Source: an optimization exercise on an open RTL-to-GDS flow (aim: small area, a short achievable clock period and few clock cycles). Production flows keep margins and buffers that such runs may drop. No activity file was given, so power comes from the tool's default toggle rates.

== the reference run ==
Design med_filter, start of the top module:
module med_filter(
    output reg [7:0] out,
    output reg out_valid,
    output reg [15:0] addr_med,
    output reg finished,
    output reg [15:0] addr_im,
    input  [7:0] dout_im,
    input start,
    input rst,
    input clk
    );
clock: 4.5 ns
lec_check: 0
cap_margin: 20
core_margin: 2
core_utilization: 40
setup_slack_margin: 2.5
slew_margin: 20
run.sh (not shown) runs the stock make flow with config.mk's settings and CLKGATE_MAP_FILE= SYNTH_SCRIPT=/design/flow/synth_recipe.tcl, a recipe that flattens the netlist after the stock synthesis.
Per the final summary, the reference run finished and its layout is clean on timing, DRC and antenna.
## Diff of input files: the trial run against the reference run
- CORE_UTILIZATION changed from 40 to 60
- CTS_BUF_LIST newly set to sky130_fd_sc_hd__clkbuf_4 sky130_fd_sc_hd__clkbuf_8
Notes after the runs:
Reported for the reference run and the trial run, unique cell type count in the Yosys netlist turned out identical to the last digit.
The trial run went all the way through the flow, and no timing, DRC or antenna check failed.
On combined area of the multi-input logic cells, the reference run and the trial run are basically level.
Between the reference run and the trial run, die outline height is higher for the reference run, the trial run comes in under that.
The trial run ended up with a lower total power of the final layout than the reference run did.
[compare] base=the reference run new=the trial run: shortest clock period the worst path allows after layout went up by 55 ps, share of the clock period used by the worst path +1.2 points.
The trial run has less setup slack than the reference run.
In the reports for the reference run and the trial run, the smaller clock group share of total power belongs to the reference run.
Core utilization for the trial run is higher than for the reference run.
No functional check of the RTL was part of any run of this note.

========
## before
The RTL this note starts from:
==> flow/design.v <==
`timescale 1ns / 1ps
module arrange(
    output [7:0] max,
    output [7:0] med,
    output [7:0] min,
    input [7:0] a,
    input [7:0] b,
    input [7:0] c
    );
    wire x = a < b;
    wire y = a < c;
    wire z = b < c;
    assign max = (!x && !y) ? a : (!z ? b : c);
    assign min = ( x &&  y) ? a : ( z ? b : c);
    assign med = (x ^ y) ? a : ((x ^ z) ? c : b);
endmodule
`timescale 1ns / 1ps
module med_filter(
    output reg [7:0] out,
    output reg out_valid,
    output reg [15:0] addr_med,
    output reg finished,
    output reg [15:0] addr_im,
    input  [7:0] dout_im,
    input start,
    input rst,
    input clk
    );
   reg        running;
   reg [2:0]  ri;       
   reg [7:0]  rc;       
   reg        lastc;    
   reg        col_end;  
   wire last_rd  = (addr_im == 16'd50175);    
   always @(posedge clk) begin
      if (rst)
         running <= 0;
      else if (start && !running)
         running <= 1;
      else if (col_end && last_rd)
         running <= 0;
      if (rst || (start && !running)) begin
         ri <= 0;
         rc <= 0;
         lastc <= 0;
         col_end <= 0;
         addr_im <= 0;
      end else begin
         ri <= ri + 3'd1;
         col_end <= (ri == 3'd6);
         addr_im <= addr_im + (!col_end ? 16'd224 :           
                               !lastc   ? 16'hF9E1 :         
                                          16'hFE41);         
         if (col_end) begin
            rc <= lastc ? 8'd0 : rc + 8'd1;
            lastc <= (rc == 8'd222);
         end
      end
   end
   wire       rv = running && (ri[2] || ri[1]) && (rc[7:1] != 0);
   wire [1:0] rf = !rv ? 2'd0 : (ri != 3'd2) ? 2'd1 : (rc != 8'd2) ? 2'd2 : 2'd3;
   reg  [1:0] f1, f2, f3;
   reg        n_row, n_col, n_band;    
   always @(posedge clk) begin
      if (rst) begin
         f1 <= 0; f2 <= 0; f3 <= 0;
         n_row <= 0; n_col <= 0; n_band <= 0;
      end else begin
         f1 <= rf; f2 <= f1; f3 <= f2;
         n_row  <= (f3 == 2'd1);
         n_col  <= (f3 == 2'd2);
         n_band <= (f3 == 2'd3);
      end
   end
   reg [7:0] p [0:16];
   integer k;
   always @(posedge clk) begin
      p[0] <= dout_im;
      for (k = 1; k <= 16; k = k + 1) p[k] <= p[k-1];
   end
   wire [7:0] smax, smed, smin;
   arrange srow(.max(smax), .med(smed), .min(smin), .a(p[0]), .b(p[8]), .c(p[16]));
   reg [7:0] lo1, lo2, lo3, md1, md2, md3, hi1, hi2, hi3;
   always @(posedge clk) begin
      lo1 <= smin; lo2 <= lo1; lo3 <= lo2;
      md1 <= smed; md2 <= md1; md3 <= md2;
      hi1 <= smax; hi2 <= hi1; hi3 <= hi2;
   end
   wire lx = lo1 < lo2, ly = lo1 < lo3;
   wire mx = md1 < md2, my = md1 < md3;
   wire hx = hi1 < hi2, hy = hi1 < hi3;
   reg  lz, mz, hz;
   reg [7:0] lmax, mmed, hmin;
   always @(posedge clk) begin
      lz <= lx; mz <= mx; hz <= hx;
      lmax <= (!lx && !ly) ? lo1 : (!lz ? lo2 : lo3);
      hmin <= ( hx &&  hy) ? hi1 : ( hz ? hi2 : hi3);
      mmed <= (mx ^ my) ? md1 : ((mx ^ mz) ? md3 : md2);
   end
   wire [7:0] fmed;
   arrange sfin(.max(), .med(fmed), .min(), .a(lmax), .b(mmed), .c(hmin));
   always @(posedge clk) begin
      out <= fmed;
   end
   always @(posedge clk) begin
      if (rst) begin
         out_valid <= 0;
         finished <= 0;
      end else begin
         out_valid <= n_row || n_col || n_band;
         if (start && !running) finished <= 0;
         else if (n_row && addr_med == 16'd49061) finished <= 1;    
      end
      if (start && !running) addr_med <= 16'hFFFF;
      else addr_med <= addr_med + (({16{n_row}}  & 16'd222)  |
                                   ({16{n_col}}  & 16'hFBAB) |     
                                   ({16{n_band}} & 16'd1));
   end
endmodule
==> flow/config.mk <==
export PLATFORM = sky130hd
export DESIGN_NAME = med_filter
export DESIGN_NICKNAME = med_filter
export VERILOG_FILES = /design/flow/design.v
export SDC_FILE = /design/flow/constraint.sdc
export NUM_CORES = 4
export LEC_CHECK = 0
export ABC_AREA = 1
export CAP_MARGIN = 20
export CORE_MARGIN = 2
export CORE_UTILIZATION = 40
export CTS_BUF_LIST = sky130_fd_sc_hd__clkbuf_16
export CTS_CLUSTER_DIAMETER = 80
export CTS_CLUSTER_SIZE = 25
export SETUP_SLACK_MARGIN = 2.3
export SLEW_MARGIN = 20
==> flow/constraint.sdc <==
create_clock -name core_clock -period 4.5 [get_ports {clk}]
set_input_delay 0.9000 -clock core_clock [delete_from_list [all_inputs] [get_ports {clk}]]
set_output_delay 0.9000 -clock core_clock [all_outputs]
set_load 0.01 [all_outputs]
standard.sh (not shown) runs the stock make flow with config.mk's settings and CLKGATE_MAP_FILE= SYNTH_SCRIPT=/design/flow/synth_recipe.tcl, a recipe that flattens the netlist after the stock synthesis.
==> flow/flow/run.sh <==
#!/bin/bash
# Standard ORFS layout, with unrestricted resizing and plain buffers on the ports.
set -euo pipefail
bash standard.sh MATCH_CELL_FOOTPRINT=0 "BUFFER_PORTS_ARGS=-buffer_cell sky130_fd_sc_hd__buf_2" finish > standard.log 2>&1
Per the final summary, before finished and its layout is clean on timing, DRC and antenna.
Input-level comparison between after and before:
- removing ABC_AREA (formerly 1)
Results
Sum of met3 wire segment lengths after detailed routing | after below before
after went all the way through synthesis, placement and routing and the layout is clean on timing, DRC and antenna.
before reached the final stage; the timing, design-rule and antenna checks on its layout passed.
Diff before -> after: post-synthesis to final-layout area growth has increased, post-CTS clock slew at the launch and capture registers of the worst setup and hold paths held, wire length of the first global-routing pass down 270 um, total internal power has increased, post-detailed-placement cell area went down by about 2.5%.
Compared with before, after shows sequential portion of the cell area lower by 1.3 points.
Relative to before, after degrades cell area.
No functional check of the RTL was part of any run of this note.

[separate check: timing with driven ports]
The flow's constraints put no driver on any port. The routed layouts listed below were extracted and timed again, unchanged, in two steps. Step 1 (the two cells are an assumption about what drives the block):
set clk [get_ports {clk}]
set_driving_cell -lib_cell sky130_fd_sc_hd__clkbuf_16 $clk
set_driving_cell -lib_cell sky130_fd_sc_hd__buf_2 [delete_from_list [all_inputs] $clk]
Step 2 also shifts input and output timing later by t, the mid clock arrival at the registers, as if the neighbouring blocks saw the same clock. Three values: ideal, step 1, step 2; two values: the first two.
| run | t, ns | setup slack, ns | worst setup path at the end | worst data-port slew with drivers (ns) |
|---|---|---|---|---|
| the reference run | 0.585 | 2.014 / 2.014 / 1.960 | input to register | 0.03 |
| the trial run | 0.601 | 1.960 / 1.960 / 1.960 | register to register | 0.03 |
| before | 0.543 | 2.325 / 2.325 / 2.217 | input to register | 0.03 |
| after | 0.543 | 2.086 / 2.086 / 2.086 | register to register | 0.04 |
After both steps setup and hold are still met in every run listed. For before, which loses most, drivers alone change the setup slack by 0.000 ns; drivers and shift together by -0.108 ns.
